From an optimization exercise on the open Yosys and OpenROAD flow, aimed at small area; shortcuts taken in it are not production practice.
In this exercise RTL edits were held to simulation tests only and were not proved equivalent to the original.
In every run shown here, the design's own scripts or RTL, not TritonCTS, make the clock network.
The clock port is modelled as an ideal driver, which makes a skipped or thinned clock tree look cheaper than it is; a real chip needs a root buffer or a tree.
No activity file was given, so power comes from the tool's default toggle rates.

--- flow/config.mk ---
export PLATFORM = sky130hd
export DESIGN_NAME = FPGA
export DESIGN_NICKNAME = FPGA
export VERILOG_FILES = /design/flow/design.v
export SDC_FILE = /design/flow/constraint.sdc
export NUM_CORES = 4
export LEC_CHECK = 0
export CAP_MARGIN = 20
export CORE_MARGIN = 2
export CORE_UTILIZATION = 65
export SLEW_MARGIN = 20
--- flow/constraint.sdc ---
create_clock -name core_clock -period 10.0 [get_ports {MAX10_CLK1_50}]
set_input_delay 2.0000 -clock core_clock [delete_from_list [all_inputs] [get_ports {MAX10_CLK1_50}]]
set_output_delay 2.0000 -clock core_clock [all_outputs]
set_load 0.01 [all_outputs]
--- flow/design.v ---
module FPGA (
   input  wire       MAX10_CLK1_50,
   input  wire       rst,
   input  wire       uart_rx,
   output wire [3:0] VGA_R,
   output wire [3:0] VGA_G,
   output wire [3:0] VGA_B,
   output wire       VGA_HS,
   output wire       VGA_VS,
   output wire [9:0] LEDR
);
   wire       clk = MAX10_CLK1_50;
   wire [9:0] h, v;
   wire       ce, visible;
   wire       rx_dv;
   wire [7:0] rb;
   wire [8:0] p1y, p2y, by;
   wire [9:0] bx;
   wire [2:0] sa, sb;
   wire       white, lit;
   pv_timing u_t (.clk(clk), .rst(rst), .h(h), .v(v), .ce(ce),
                  .hs(VGA_HS), .vs(VGA_VS), .visible(visible));
   pv_uart   u_u (.clk(clk), .rst(rst), .rx(uart_rx), .dv(rx_dv), .rb(rb));
   pv_parser u_p (.clk(clk), .rst(rst), .dv(rx_dv), .rb(rb), .p1y(p1y), .p2y(p2y),
                  .bx(bx), .by(by), .sa(sa), .sb(sb), .led(LEDR[7:0]));
   pv_render u_r (.clk(clk), .rst(rst), .ce(ce), .visible(visible), .h(h), .v(v),
                  .p1y(p1y), .p2y(p2y), .bx(bx), .by(by), .sa(sa), .sb(sb),
                  .white(white), .lit(lit));
   assign VGA_R = {white, lit, lit, lit};
   assign VGA_G = {white, lit, lit, lit};
   assign VGA_B = {white, lit, lit, lit};
   assign LEDR[9:8] = 2'b00;
endmodule
module pv_timing (
   input  wire       clk, rst,
   output wire [9:0] h,
   output reg  [9:0] v,
   output wire       ce, hs, vs, visible
);
   reg  [10:0] hc;
   assign h  = hc[10:1];
   assign ce = hc[0];
   wire hend = hc[10] & hc[9] & (&hc[5:0]);    
   wire vend = v[9] & v[3] & v[2];             
   always @(posedge clk) begin
      if (rst) begin
         hc <= 11'd1;
         v  <= 10'd0;
      end else begin
         hc <= hend ? 11'd0 : hc + 11'd1;
         v  <= (hend & vend) ? 10'd0 : v + {9'd0, hend};
      end
   end
   assign hs = ~((h >= 10'd656) && (h < 10'd752));
   assign vs = ~((v >= 10'd490) && (v < 10'd492));
   assign visible = (h < 10'd640) && (v < 10'd480);
endmodule
module pv_uart (
   input  wire       clk, rst, rx,
   output wire       dv,
   output wire [7:0] rb
);
   localparam [8:0] S0 = 9'd27;
   reg       mode;
   reg [8:0] cnt;
   reg [8:0] sr;
   wire idle  = ~cnt[0] & ~cnt[1] & ~cnt[2] & ~cnt[3] & ~cnt[6] & ~cnt[8];           
   wire idle1 = cnt[0] & ~cnt[2] & cnt[4] & cnt[5] & cnt[6] & ~cnt[7];               
   wire c216  = ~cnt[0] & ~cnt[1] & ~cnt[2] & ~cnt[5] & ~cnt[7] & cnt[8];            
   wire c433  = ~cnt[0] & ~cnt[1] & cnt[3] & cnt[4] & ~cnt[5] & ~cnt[7] & cnt[8];    
   wire c434  = ~cnt[0] & ~cnt[1] & ~cnt[2] & cnt[4] & cnt[5] & ~cnt[6] & ~cnt[8];   
   wire [8:0] step = {cnt[7:0], cnt[8] ^ cnt[4]};
   assign dv = ~mode & idle1;
   assign rb = sr[8:1];
   always @(posedge clk) begin
      if (rst) begin
         mode <= 1'b0;
         cnt  <= 9'd0;
      end else if (!mode) begin
         if (idle) begin
            if (!rx) cnt <= S0;
         end else if (idle1)
            cnt <= rx ? 9'd0 : S0;
         else if (c216) begin
            if (!rx) begin
               mode <= 1'b1;
               cnt  <= S0;
            end else
               cnt <= 9'd0;
         end else
            cnt <= step;
      end else begin
         if (c434) begin
            mode <= 1'b0;
            cnt  <= step;
         end else if (c433 && !sr[0])
            cnt <= S0;
         else
            cnt <= step;
      end
   end
   always @(posedge clk) begin
      if (!mode && c216 && !rx)
         sr <= 9'h100;
      else if (mode && c433 && !sr[0])
         sr <= {rx, sr[8:1]};
   end
endmodule
module pv_parser (
   input  wire       clk, rst, dv,
   input  wire [7:0] rb,
   output reg  [8:0] p1y, p2y, by,
   output reg  [9:0] bx,
   output reg  [2:0] sa, sb,
   output reg  [7:0] led
);
   reg [3:0] ps;
   reg [8:0] p1s, p2s, bys;
   reg [9:0] bxs;
   function [8:0] clamp_y;
      input [7:0] hi, lo;
   begin
      if (hi[7]) clamp_y = 9'd0;
      else if ((|hi[6:1]) || (hi[0] && lo[7] && lo[6] && lo[5])) clamp_y = 9'd479;
      else clamp_y = {hi[0], lo};
   end
   endfunction
   function [9:0] clamp_x;
      input [7:0] hi, lo;
   begin
      if (hi[7]) clamp_x = 10'd0;
      else if ((|hi[6:2]) || (hi[1] && (hi[0] || lo[7]))) clamp_x = 10'd639;
      else clamp_x = {hi[1:0], lo};
   end
   endfunction
   always @(posedge clk) begin
      if (rst)
         ps <= 4'd0;
      else if (dv) begin
         if (ps == 4'd0)
            ps <= (rb == 8'hA5) ? 4'd1 : 4'd0;
         else if (ps == 4'd11)
            ps <= 4'd0;
         else
            ps <= ps + 4'd1;
      end
   end
   always @(posedge clk) begin
      if (rst) begin
         p1s <= 9'd0;
         p2s <= 9'd0;
         bxs <= 10'd0;
         bys <= 9'd0;
      end else if (dv) begin
         case (ps)
            4'd2: p1s <= ~clamp_y(led, rb);
            4'd4: p2s <= ~clamp_y(led, rb);
            4'd6: bxs <= ~clamp_x(led, rb);
            4'd8: bys <= ~clamp_y(led, rb);
            default: ;
         endcase
      end
   end
   always @(posedge clk) begin
      if (rst) begin
         p1y <= ~9'd200;
         p2y <= ~9'd200;
         bx  <= ~10'd320;
         by  <= ~9'd240;
         sa  <= 3'd0;
         sb  <= 3'd0;
         led <= 8'd0;
      end else if (dv) begin
         led <= rb;
         if (ps == 4'd9)  sa <= {|rb[7:2], rb[1:0]};
         if (ps == 4'd10) sb <= {|rb[7:2], rb[1:0]};
         if (ps == 4'd11 && rb == 8'h5A) begin
            p1y <= p1s;
            p2y <= p2s;
            bx  <= bxs;
            by  <= bys;
         end
      end
   end
endmodule
module pv_render (
   input  wire       clk, rst, ce, visible,
   input  wire [9:0] h, v,
   input  wire [8:0] p1y, p2y, by,
   input  wire [9:0] bx,
   input  wire [2:0] sa, sb,
   output reg        white, lit
);
   function [9:0] sub10;
      input [9:0] a, bn;
      integer i;
      reg c;
   begin
      c = 1'b0;
      for (i = 0; i < 10; i = i + 1) begin
         sub10[i] = ~(~a[i] ^ ~bn[i] ^ c);
         c = (~a[i] & ~bn[i]) | (c & (~a[i] | ~bn[i]));
      end
   end
   endfunction
   function [8:0] sub9;
      input [8:0] a, bn;
      integer i;
      reg c;
   begin
      c = 1'b0;
      for (i = 0; i < 9; i = i + 1) begin
         sub9[i] = ~(~a[i] ^ ~bn[i] ^ c);
         c = (~a[i] & ~bn[i]) | (c & (~a[i] | ~bn[i]));
      end
   end
   endfunction
   wire [8:0] py  = h[9] ? p2y : p1y;
   wire [9:0] dp  = sub10({1'b0, v[8:0]}, {1'b1, py});
   wire [9:0] dbx = sub10(h, bx);
   wire [8:0] dby = sub9(v[8:0], by);
   wire pcol = ((h >= 10'd20) && (h < 10'd30)) || ((h >= 10'd610) && (h < 10'd620));
   wire paddle_on = pcol && (dp[9:6] == 4'd0) && (dp[5:2] != 4'hF);
   wire ball_on   = (dbx[9:3] == 7'd0) && (dby[8:3] == 6'd0);
   wire b_lt4 = ~sb[2];
   wire b_lt3 = ~sb[2] & ~(sb[1] & sb[0]);
   wire b_lt2 = ~sb[2] & ~sb[1];
   wire b_lt1 = ~sb[2] & ~sb[1] & ~sb[0];
   wire a_lt4 = ~sa[2];
   wire a_lt3 = ~sa[2] & ~(sa[1] & sa[0]);
   wire a_lt2 = ~sa[2] & ~sa[1];
   wire a_lt1 = ~sa[2] & ~sa[1] & ~sa[0];
   wire tick_row = (v >= 10'd20) && (v < 10'd30);
   wire score_on = tick_row && (
        ((h >= 10'd20)  && (h < 10'd23)  && b_lt4) ||
        ((h >= 10'd28)  && (h < 10'd31)  && b_lt3) ||
        ((h >= 10'd36)  && (h < 10'd39)  && b_lt2) ||
        ((h >= 10'd44)  && (h < 10'd47)  && b_lt1) ||
        ((h >= 10'd617) && (h < 10'd620) && a_lt4) ||
        ((h >= 10'd609) && (h < 10'd612) && a_lt3) ||
        ((h >= 10'd601) && (h < 10'd604) && a_lt2) ||
        ((h >= 10'd593) && (h < 10'd596) && a_lt1));
   always @(posedge clk) begin
      if (rst) begin
         white <= 1'b0;
         lit   <= 1'b0;
      end else if (ce) begin
         white <= visible & (paddle_on | ball_on);
         lit   <= visible & (paddle_on | ball_on | score_on);
      end
   end
endmodule
--- flow/flow/run.sh ---
#!/bin/bash
# ORFS flow through the standard.sh, with a private copy of the ORFS
# scripts that differs in two places:
#  - abc_speed.script is replaced by flow/abc_area_deep.script, an
#    area-oriented ABC script (deepsyn, then area mapping); synthesis is run
#    once per deepsyn seed below and the netlist with the least cell area
#    (ABC's buffers not counted, placement removes them) is kept. The Yosys
#    steps, register mapping, flattening and renaming are the standard ones.
#  - cts.tcl builds the clock tree with flow/manual_cts.tcl (port -> one root
#    clkbuf_4 -> 8 leaf clkbuf_8, each driving a compact cluster of about 17
#    flip-flops) instead of TritonCTS; the rest of the CTS step (timing
#    repair, placement legalisation) is unchanged.
# Port buffers are buf_1. Each make run logs to its own file here; ORFS keeps
# its per-step logs under orfs/logs, and each seed's synthesis log, report and
# netlist are kept under synth_runs/.
set -euo pipefail
rm -rf scripts_abc synth_runs
cp -r "$FLOW_HOME/scripts" scripts_abc
sed -i "s#log_cmd clock_tree_synthesis {\*}\$cts_args#source $PWD/flow/manual_cts.tcl; manual_cts MAX10_CLK1_50 sky130_fd_sc_hd__clkbuf_8 sky130_fd_sc_hd__clkbuf_4 3#" scripts_abc/cts.tcl
grep -q "manual_cts MAX10_CLK1_50" scripts_abc/cts.tcl
ARGS=(
  "SCRIPTS_DIR=$PWD/scripts_abc"
  "BUFFER_PORTS_ARGS=-buffer_cell sky130_fd_sc_hd__buf_1"
)
RES=orfs/results/sky130hd/FPGA/base
REP=orfs/reports/sky130hd/FPGA/base
LOGD=orfs/logs/sky130hd/FPGA/base
FILES="1_2_yosys.v 1_2_yosys.sdc 1_synth.odb 1_synth.sdc"
best=""
bestarea=""
for S in 1 2 3 5 7 11 13 17; do
  sed "s/@SEED@/$S/" flow/abc_area_deep.script > scripts_abc/abc_speed.script
  for f in $FILES; do rm -f "$RES/$f"; done
  bash standard.sh "${ARGS[@]}" synth > "flow_synth_seed$S.log" 2>&1
  mkdir -p "synth_runs/s$S"
  for f in $FILES; do cp -p "$RES/$f" "synth_runs/s$S/"; done
  cp -p "$REP/synth_stat.txt" "$LOGD/1_2_yosys.log" "synth_runs/s$S/"
  area=$(awk '$NF ~ /^sky130_fd_sc_hd__/ && $NF !~ /__(buf|clkbuf)_[0-9]+$/ {a += $2} END {printf "%.4f", a}' "$REP/synth_stat.txt")
  echo "seed $S area $area" | tee -a synth_runs/summary.txt
  if [[ -z "$best" ]] || awk -v a="$area" -v b="$bestarea" 'BEGIN {exit !(a < b)}'; then
    best=$S
    bestarea=$area
  fi
done
echo "best seed $best area $bestarea" | tee -a synth_runs/summary.txt
sed "s/@SEED@/$best/" flow/abc_area_deep.script > scripts_abc/abc_speed.script
for f in $FILES; do cp -p "synth_runs/s$best/$f" "$RES/$f"; done
cp -p "synth_runs/s$best/synth_stat.txt" "$REP/synth_stat.txt"
touch "$RES/1_2_yosys.v" "$RES/1_2_yosys.sdc"
sleep 1
touch "$RES/1_synth.odb" "$RES/1_synth.sdc"
bash standard.sh "${ARGS[@]}" finish > flow_finish.log 2>&1
--- flow/flow/abc_area_deep.script ---
&get -n
&st
&deepsyn -T 30 -S @SEED@
&dch
&nf -R 1000 -p
&put
--- flow/flow/manual_cts.tcl ---
# Clock tree built directly: the clock port drives one root buffer, which
# drives one leaf buffer per cluster of flip-flops. Clusters come from
# recursive median bisection of the flip-flop positions (alternating x/y),
# so they are balanced in size and compact. Leaves sit at their cluster's
# centroid, the root at the centroid of the leaves.
proc mcts_split {pts depth} {
  # pts: list of {iterm x y}; returns list of clusters
  if {$depth == 0 || [llength $pts] < 2} { return [list $pts] }
  set xs [lsort -integer [lmap p $pts {lindex $p 1}]]
  set ys [lsort -integer [lmap p $pts {lindex $p 2}]]
  set dx [expr {[lindex $xs end] - [lindex $xs 0]}]
  set dy [expr {[lindex $ys end] - [lindex $ys 0]}]
  set idx [expr {$dx >= $dy ? 1 : 2}]
  set sorted [lsort -integer -index $idx $pts]
  set n [llength $sorted]
  set h [expr {$n / 2}]
  set a [lrange $sorted 0 [expr {$h - 1}]]
  set b [lrange $sorted $h end]
  return [concat [mcts_split $a [expr {$depth - 1}]] [mcts_split $b [expr {$depth - 1}]]]
}

proc manual_cts {clk_net_name leaf_master root_master depth} {
  set db [ord::get_db]
  set block [ord::get_db_block]
  set net [$block findNet $clk_net_name]
  set pts {}
  foreach it [$net getITerms] {
    set inst [$it getInst]
    set bb [$inst getBBox]
    lappend pts [list $it [expr {([$bb xMin] + [$bb xMax]) / 2}] [expr {([$bb yMin] + [$bb yMax]) / 2}]]
  }
  puts "manual_cts: [llength $pts] sinks on $clk_net_name"
  set clusters [mcts_split $pts $depth]
  set lm [$db findMaster $leaf_master]
  set rm [$db findMaster $root_master]
  set rnet [odb::dbNet_create $block "clknet_root"]
  $rnet setSigType CLOCK
  set root [odb::dbInst_create $block $rm "clkbuf_root"]
  [$root findITerm A] connect $net
  [$root findITerm X] connect $rnet
  set i 0
  set sx 0; set sy 0
  foreach c $clusters {
    set lnet [odb::dbNet_create $block "clknet_leaf_$i"]
    $lnet setSigType CLOCK
    set leaf [odb::dbInst_create $block $lm "clkbuf_leaf_$i"]
    [$leaf findITerm A] connect $rnet
    [$leaf findITerm X] connect $lnet
    set cx 0; set cy 0
    foreach p $c {
      set it [lindex $p 0]
      $it disconnect
      $it connect $lnet
      incr cx [lindex $p 1]; incr cy [lindex $p 2]
    }
    set cx [expr {$cx / [llength $c]}]; set cy [expr {$cy / [llength $c]}]
    $leaf setLocation $cx $cy
    $leaf setPlacementStatus PLACED
    puts "manual_cts: leaf $i drives [llength $c] sinks at ($cx, $cy)"
    incr sx $cx; incr sy $cy
    incr i
  }
  $root setLocation [expr {$sx / $i}] [expr {$sy / $i}]
  $root setPlacementStatus PLACED
  global_connect
  set_propagated_clock [all_clocks]
}
--- flow/standard.sh ---
#!/bin/bash
# synth_recipe.tcl (not shown) runs the flow's synth.tcl, then flattens the netlist and writes it again
# the make line also repeats each setting of config.mk as NAME=value (left out here)
make -C /OpenROAD-flow-scripts/flow DESIGN_CONFIG=/design/flow/config.mk WORK_HOME=/design/flow/orfs CLKGATE_MAP_FILE= SYNTH_SCRIPT=/design/flow/synth_recipe.tcl "${@:-finish}"
==> reports/metrics.cfg, run 1 <==
[global_routing]
grt_overflow_total = 0
grt_pass1_wl_um = 19220
grt_use_total = 0.2637
first_global_vias = 3855
antenna_found_initial = 0
grt_max_degree = 27

[clocking]
cts_setup_buffers = 0
path_clk_slew_ps = 110
holdBufCountCts = 0
cts_resized = 0
clkLatencyLatePin_ps = 480

[drt]
firstDrtPassIters = 5
wl_per_cell_um = 17.66
num_vias = 4232
vias_per_cell = 6.142
drtIter0Drc = 186
drc_errors = 0
ant_nets = 0
drt-total-wl_um = 12170

[sta]
drv_slew = 0
setup_slack_ps = 5107
fin_crit_sh = 0.4893
finalHoldWorstSlack_ps = 446.0
setup_viol = 0
fin_worst_skew_ps = 12.14
max_slew_margin = 0.3420
clock.fmax_ghz = 0.2044
hold_viol_final = 0
finalCriticalPeriod_ps = 4893
worst_pin_slew_ps = 976.7
fin_setup_tns_ps = 0
rsz0062_at_grt = false

[final_layout]
syn_to_final_growth_pct = 5.115
fillerInstances = 627
final_layout_size_suffix_gt1_frac = 0.02568
multi_input_area_mm2 = 0.002661
diodes = 0
final_common_cell = dfxtp_1
mostFrequentLayoutCells = dfxtp_1, nand2_1, nor2_1
finalNetCount = 614
seq_area_mm2 = 0.002683

[power]
p_leak_nw = 2.096
ir_worst_vdd_mv = 0.09966
power-per-cell-area_mw_per_mm2 = 144.3

[synthesis]
synthTopCellsByArea = dfxtp_1, fa_1, a22o_1
ys_types = 46
seq_area_frac_synth = 0.4853
yosysTopAreaCell = dfxtp_1
ys_ff_latch = 134
async_flop_share = 0
synth_cells = 558
synth_top_flop_cell = dfxtp_1
ys_warn_count = 4
syn_area_per_cell_um2 = 9.906
synth-edff-count = 0
synth_top_area_share = 0.4853
syn_area_mm2 = 0.005528

[setup_path]
worstPathRequired_ps = 10430
critPathKind = flip-flop to flip-flop
critPathArrivalTime_ps = 5320
worstSetupStartpointType = flip-flop
rr_endpoint = u_r.lit$_SDFFE_PP0P_
r2r_start = u_t.hc[10]$_SDFF_PP0_
end_kind = flip-flop
r2r_cells = 18
worst-path-max-fanout = 18
rrSetupSlack_ps = 5110

[floorplan]
core_area_mm2 = 0.008217
placementRows = 33
io_pins = 27
fp.dieW_um = 96.22
die_height_um = 96.22
die_area_mm2 = 0.009258
start_util = 0.6728

[hold_path]
hold_path.class = flip-flop to flip-flop
min_from = u_p.p1y[0]$_SDFFE_PP1P_
min_path_cells = 2
hold-path-endpoint = u_p.p1y[0]$_SDFFE_PP1P_

[placement]
dp_hpwl_um = 9063
place_congestion = 0.8385
dp_worst_setup_slack_ps = 4838
port_buffers = 24

[flow_run]
drv_cap = 0

[outcome]
status = finished clean

## layout make-up
cell class | count | share of cell area
well taps | 105 | 0.02261
flip-flops and latches | 134 | 0.4617
plain buffers | 9 | 0.02024
inverters | 22 | 0.01421
multi-input cells | 389 | 0.4580
repair buffers | 30 | 0.02326
## logic make-up after synthesis
logic type / after synthesis / synth area share
xor gates and xnor gates: 12 / 0.01901
adders and majority gates: 26 / 0.08284
other: 1 / 0.0006784
AOI/OAI and AO/OA: 157 / 0.2003
and+or+nand+nor: 184 / 0.1623
DFF: 134 / 0.4853
muxes: 8 / 0.01562
buffers and inverters: 36 / 0.03395
## per-layer routing
metal  wire length (µm)  GRT usage  vias to the layer above
met2               5742     0.4560                      102
met5                  0          0                        -
met3                458    0.01879                       29
met4                316    0.06786                        0
met1               5652     0.3590                     2024
li1                   -          -                     2077
## registers in the layout, summed over array words and instances, names as in the netlist, 10 cells and up
signal	flops
u_t.hc	11
u_p.bx	10
u_p.bxs	10
u_t.v	10
## worst max-delay path: stages (launching register included)
cell and delay [ps]:
dfxtp_1 340, buf_4 250, mux2_1 370, maj3_1 350, fa_1 370, clkinv_1 60, fa_1 170, fa_1 190
fa_1 180, clkinv_1 80, fa_1 380, fa_1 390, fa_1 430, nor4b_1 250, o21ai_0 130, nor4_1 290
a31oi_1 80, nor3_1 350, a221o_1 160
## power by group
part,switching [mW],internal (mW)
clock,0.154,0.0762
sequential,0.0119,0.544
combinational,0.0345,0.0174
total,0.200,0.638
## synth_stat cells, drive strengths merged (4+ instances only)
cell type	count
nand4b	4
a211oi	4
nor2	45
o22a	23
mux2	5
xor2	4
buf	14
and3	9
a21oi	19
o22ai	4
o21a	4
nand4	6
ha	7
nor3	16
xnor2	8
a22oi	4
nand2	54
o21ai	38
clkinv	22
a22o	39
a31oi	10
fa	18
dfxtp	134
nor4	5
nand3	10
nor2b	16
## worst max-delay path by stage
stage,startpoint,to,cells past startpoint
3_3_place_gp,rst,u_p.by[0]$_SDFFE_PP1P_,8
4_1_cts,u_t.hc[10]$_SDFF_PP0_,u_r.lit$_SDFFE_PP0P_,18
2_1_floorplan,u_t.hc[10]$_SDFF_PP0_,u_r.lit$_SDFFE_PP0P_,17
5_1_grt,u_t.hc[10]$_SDFF_PP0_,u_r.lit$_SDFFE_PP0P_,18
3_5_place_dp,rst,u_p.by[0]$_SDFFE_PP1P_,8
6_report,u_t.hc[10]$_SDFF_PP0_,u_r.lit$_SDFFE_PP0P_,18
## stage by stage
stage               instance area (µm²)  power [mW]  cells  utilization
floorplan                          5532      0.6043    559            -
global placement                   5693      0.6172    680       0.6929
detailed placement                 5693      0.6193    680       0.6929
CTS                                5811      0.8417    689       0.7072
global route                       5811      0.8685    689       0.7072
finish                             5811      0.8384    689       0.7072
==> inputs of run 2 (changes only) <==
--- a/flow/design.v
+++ b/flow/design.v
@@ -133,16 +133,18 @@
       else clamp_x = {hi[1:0], lo};
    end
    endfunction
+   localparam [3:0] P1 = 4'd1,  P2 = 4'd2,  P3 = 4'd4,  P4 = 4'd9,  P5 = 4'd3, P6 = 4'd6,
+                    P7 = 4'd13, P8 = 4'd10, P9 = 4'd5, P10 = 4'd11, P11 = 4'd7;
    always @(posedge clk) begin
       if (rst)
          ps <= 4'd0;
       else if (dv) begin
          if (ps == 4'd0)
-            ps <= (rb == 8'hA5) ? 4'd1 : 4'd0;
-         else if (ps == 4'd11)
+            ps <= (rb == 8'hA5) ? P1 : 4'd0;
+         else if (ps == P11)
             ps <= 4'd0;
          else
-            ps <= ps + 4'd1;
+            ps <= {ps[2:0], ps[3] ^ ps[2]};
       end
    end
    always @(posedge clk) begin
@@ -153,10 +155,10 @@
          bys <= 9'd0;
       end else if (dv) begin
          case (ps)
-            4'd2: p1s <= ~clamp_y(led, rb);
-            4'd4: p2s <= ~clamp_y(led, rb);
-            4'd6: bxs <= ~clamp_x(led, rb);
-            4'd8: bys <= ~clamp_y(led, rb);
+            P2: p1s <= ~clamp_y(led, rb);
+            P4: p2s <= ~clamp_y(led, rb);
+            P6: bxs <= ~clamp_x(led, rb);
+            P8: bys <= ~clamp_y(led, rb);
             default: ;
          endcase
       end
@@ -172,9 +174,9 @@
          led <= 8'd0;
       end else if (dv) begin
          led <= rb;
-         if (ps == 4'd9)  sa <= {|rb[7:2], rb[1:0]};
-         if (ps == 4'd10) sb <= {|rb[7:2], rb[1:0]};
-         if (ps == 4'd11 && rb == 8'h5A) begin
+         if (ps == P9)  sa <= {|rb[7:2], rb[1:0]};
+         if (ps == P10) sb <= {|rb[7:2], rb[1:0]};
+         if (ps == P11 && rb == 8'h5A) begin
             p1y <= p1s;
             p2y <= p2s;
             bx  <= bxs;
==> run 2 against run 1 <==
  * Highest routed layer unchanged
  * Largest power group unchanged
  * Synthesized area is 1.0% lower
  * Critical endpoint unchanged
  * Critical path type unchanged
  * Via count is 0.54% lower
  * Still clean on timing, DRC and antenna
  * Maximum frequency is 3.2% lower
==> reports/metrics.cfg, run 2 <==
[drt]
drc_errors = 0
num_vias = 4209
ant_nets = 0
wl_per_cell_um = 17.56
drt-total-wl_um = 12080
drtIter0Drc = 347
vias_per_cell = 6.118
firstDrtPassIters = 5

[floorplan]
placementRows = 33
core_area_mm2 = 0.008175
fp.dieW_um = 95.74
start_util = 0.6691
die_area_mm2 = 0.009165
io_pins = 27
die_height_um = 95.74

[setup_path]
crit_slowest_cell = dfxtp_1
r2r_start = u_t.hc[10]$_SDFF_PP0_
path_cells = mux2_1, maj3_1, fa_1, clkinv_1, fa_1, fa_1, fa_1, clkinv_1, fa_1, fa_1, fa_1, or4b_1, nor4_1, a31oi_1, or3_1, nand2_1
worst-path-buf-inv = 2
crit_top_cell = fa_1
critPathKind = flip-flop to flip-flop
rrSetupSlack_ps = 4950
cp_num_cells = 16
rr_endpoint = u_r.lit$_SDFFE_PP0P_
worst-path-max-fanout = 16
critPathArrivalTime_ps = 5490
r2r_cells = 16
worstPathRequired_ps = 10430
end_kind = flip-flop
crit_family = adder cells
max_stage_delay_ps = 740
worstSetupStartpointType = flip-flop

[sta]
drv_slew = 0
worst_pin_slew_ps = 998.7
rsz0062_at_grt = false
fin_setup_tns_ps = 0
hold_viol_final = 0
fin_worst_skew_ps = 11.51
finalCriticalPeriod_ps = 5055
fin_crit_sh = 0.5055
setup_viol = 0
setup_slack_ps = 4945
max_slew_margin = 0.3323
clock.fmax_ghz = 0.1978
finalHoldWorstSlack_ps = 446.0

[global_routing]
grt_use_total = 0.2678
use_met2 = 0.4429
first_global_vias = 3904
busiest_layer = met2
antenna_found_initial = 0
use_met3 = 0.01723
grt_overflow_total = 0
grt_pass1_wl_um = 19630
grt_max_degree = 27
gr-usage-met1 = 0.3840

[synthesis]
synth_top_area_share = 0.4904
synth_top_flop_cell = dfxtp_1
syn_area_per_cell_um2 = 9.768
ys_ff_latch = 134
synth-edff-count = 0
ys_warn_count = 4
seq_area_frac_synth = 0.4904
synth_cells = 560
synth_common_cells = dfxtp_1, nand2_1, nor2_1
yosysMostFrequentCell = dfxtp_1
ys_types = 49
syn_area_mm2 = 0.005470
async_flop_share = 0
synthTopCellsByArea = dfxtp_1, fa_1, a22o_1
yosysTopAreaCell = dfxtp_1

[final_layout]
fin_util = 0.7017
mostFrequentLayoutCells = dfxtp_1, nand2_1, nor2_1
syn_to_final_growth_pct = 4.872
top_register = u_t.hc
largest_reg_flops = 11
finalNetCount = 609
diodes = 0
final_layout_size_suffix_gt1_frac = 0.02230
final_common_cell = dfxtp_1
fin_cells = 688

[hold_path]
min_path_cells = 2
hold_path.class = flip-flop to flip-flop
hold-path-endpoint = u_p.p1y[0]$_SDFFE_PP1P_
min_from = u_p.p1y[0]$_SDFFE_PP1P_

[outcome]
status = finished clean

[placement]
dp_cells = 679
dp_hpwl_um = 9045
dp_worst_setup_slack_ps = 4676
port_buffers = 24
place_congestion = 0.8353

[clocking]
holdBufCountCts = 0
cts_resized = 0
cts_setup_buffers = 0
clkLatencyLatePin_ps = 480
path_clk_slew_ps = 100

[power]
power-per-cell-area_mw_per_mm2 = 141.3
ir_worst_vdd_mv = 0.08055
p_leak_nw = 1.993

[flow_run]
drv_cap = 0

[run 2: cell types whose count changed after synthesis, moves of 4 or more]
cell      change
a21oi_1      +11
a22o_1        -9
a31oi_1       -8
and2_0        +4
and3_1        -5
ha_1          -4
nand2_1       +5
nand3_1       +8
nor2b_1       -7
o211ai_1      +6
[run 2: layer usage]
| layer | vias to the layer above | wire [µm] |
|---|---|---|
| met5 | - | 0 |
| met4 | 0 | 346 |
| met3 | 21 | 494 |
| met2 | 114 | 5610 |
| met1 | 2005 | 5631 |
| li1 | 2069 | - |
[run 2: cell families (layout without fill, tap and decap cells)]
| kind of cell | count (synthesis) | count (layout) | synth area share |
|---|---|---|---|
| and+or+nand+nor | 196 | 196 | 0.1745 |
| AOI/OAI and AO/OA | 152 | 152 | 0.1921 |
| muxes | 8 | 8 | 0.01578 |
| buffers and inverters | 36 | 58 | 0.03431 |
| xor gates and xnor gates | 11 | 11 | 0.01761 |
| adders and majority gates | 22 | 22 | 0.07457 |
| DFF | 134 | 134 | 0.4904 |
| other | 1 | 2 | 0.0006855 |
[run 2: per-stage QoR]
step	instance area, µm²	power (mW)
floorplan	5474	0.5832
global placement	5619	0.5925
detailed placement	5619	0.5937
CTS	5737	0.8142
global route	5737	0.8351
finish	5737	0.8107
[run 2: area by class of cell]
class                      count  area [µm²]
buffer                         9       117.6
fill                         671        2439
inverter                      22       82.58
multi-input combinational    391        2610
sequential                   134        2683
tap                          105       131.4
timing repair buffer          27       112.6
[run 2: where the power goes]
part / internal (mW) / switching (mW) / total, mW
Clock: 0.0761 / 0.153 / 0.229
Sequential: 0.541 / 0.00927 / 0.550
Combinational: 0.0106 / 0.0210 / 0.0316
Total: 0.628 / 0.183 / 0.811
[run 2: worst reg2reg max path, cell delays in order, from the launching register on]
cell and delay [ps]:
dfxtp_1 740, mux2_1 400, maj3_1 370, fa_1 410
clkinv_1 70, fa_1 190, fa_1 200, fa_1 180
clkinv_1 70, fa_1 380, fa_1 390, fa_1 420
or4b_1 470, nor4_1 240, a31oi_1 50, or3_1 350
nand2_1 80
[run 2: how the worst max path moves through the flow]
stage / from / to / slack [ps]
2_1_floorplan: u_t.hc[10]$_SDFF_PP0_ / u_r.lit$_SDFFE_PP0P_ / 5290
3_3_place_gp: rst / u_p.by[0]$_SDFFE_PP1P_ / 4800
3_5_place_dp: rst / u_p.bx[8]$_SDFFE_PP0P_ / 4680
4_1_cts: u_t.hc[10]$_SDFF_PP0_ / u_r.lit$_SDFFE_PP0P_ / 4910
5_1_grt: u_t.hc[10]$_SDFF_PP0_ / u_r.lit$_SDFFE_PP0P_ / 4640
6_report: u_t.hc[10]$_SDFF_PP0_ / u_r.lit$_SDFFE_PP0P_ / 4950

-- static timing again, ports no longer ideal --
Ports are ideal in the flow. The routed layouts listed here were re-timed in OpenROAD.
Step 1 assumes that a clkbuf_16 drives the clock port and a buf_2 every other input.
Step 2, shift: input delay + t, output delay - t, t = (earliest + latest rising clock arrival at the registers) / 2. This alone moves slack from input paths to output paths.
Slacks: ideal / step 1 / step 2; pairs: ideal / step 1.
| run | shift t [ns] | setup WS [ns] | hold WS [ns] | latest minus earliest clock arrival (ns) | pins driven straight from the clock port |
|---|---|---|---|---|---|
| run 1 | 0.497 | 5.107 / 5.107 / 4.728 | 0.446 / 0.446 / 0.446 | 0.012 / 0.012 | 1 |
| run 2 | 0.505 | 4.945 / 4.945 / 4.640 | 0.446 / 0.446 / 0.446 | 0.012 / 0.012 | 1 |
After both steps setup and hold are still met in every run listed. The setup slack of run 1, which loses most, moves by 0.000 ns with the drivers and by -0.379 ns with both steps.
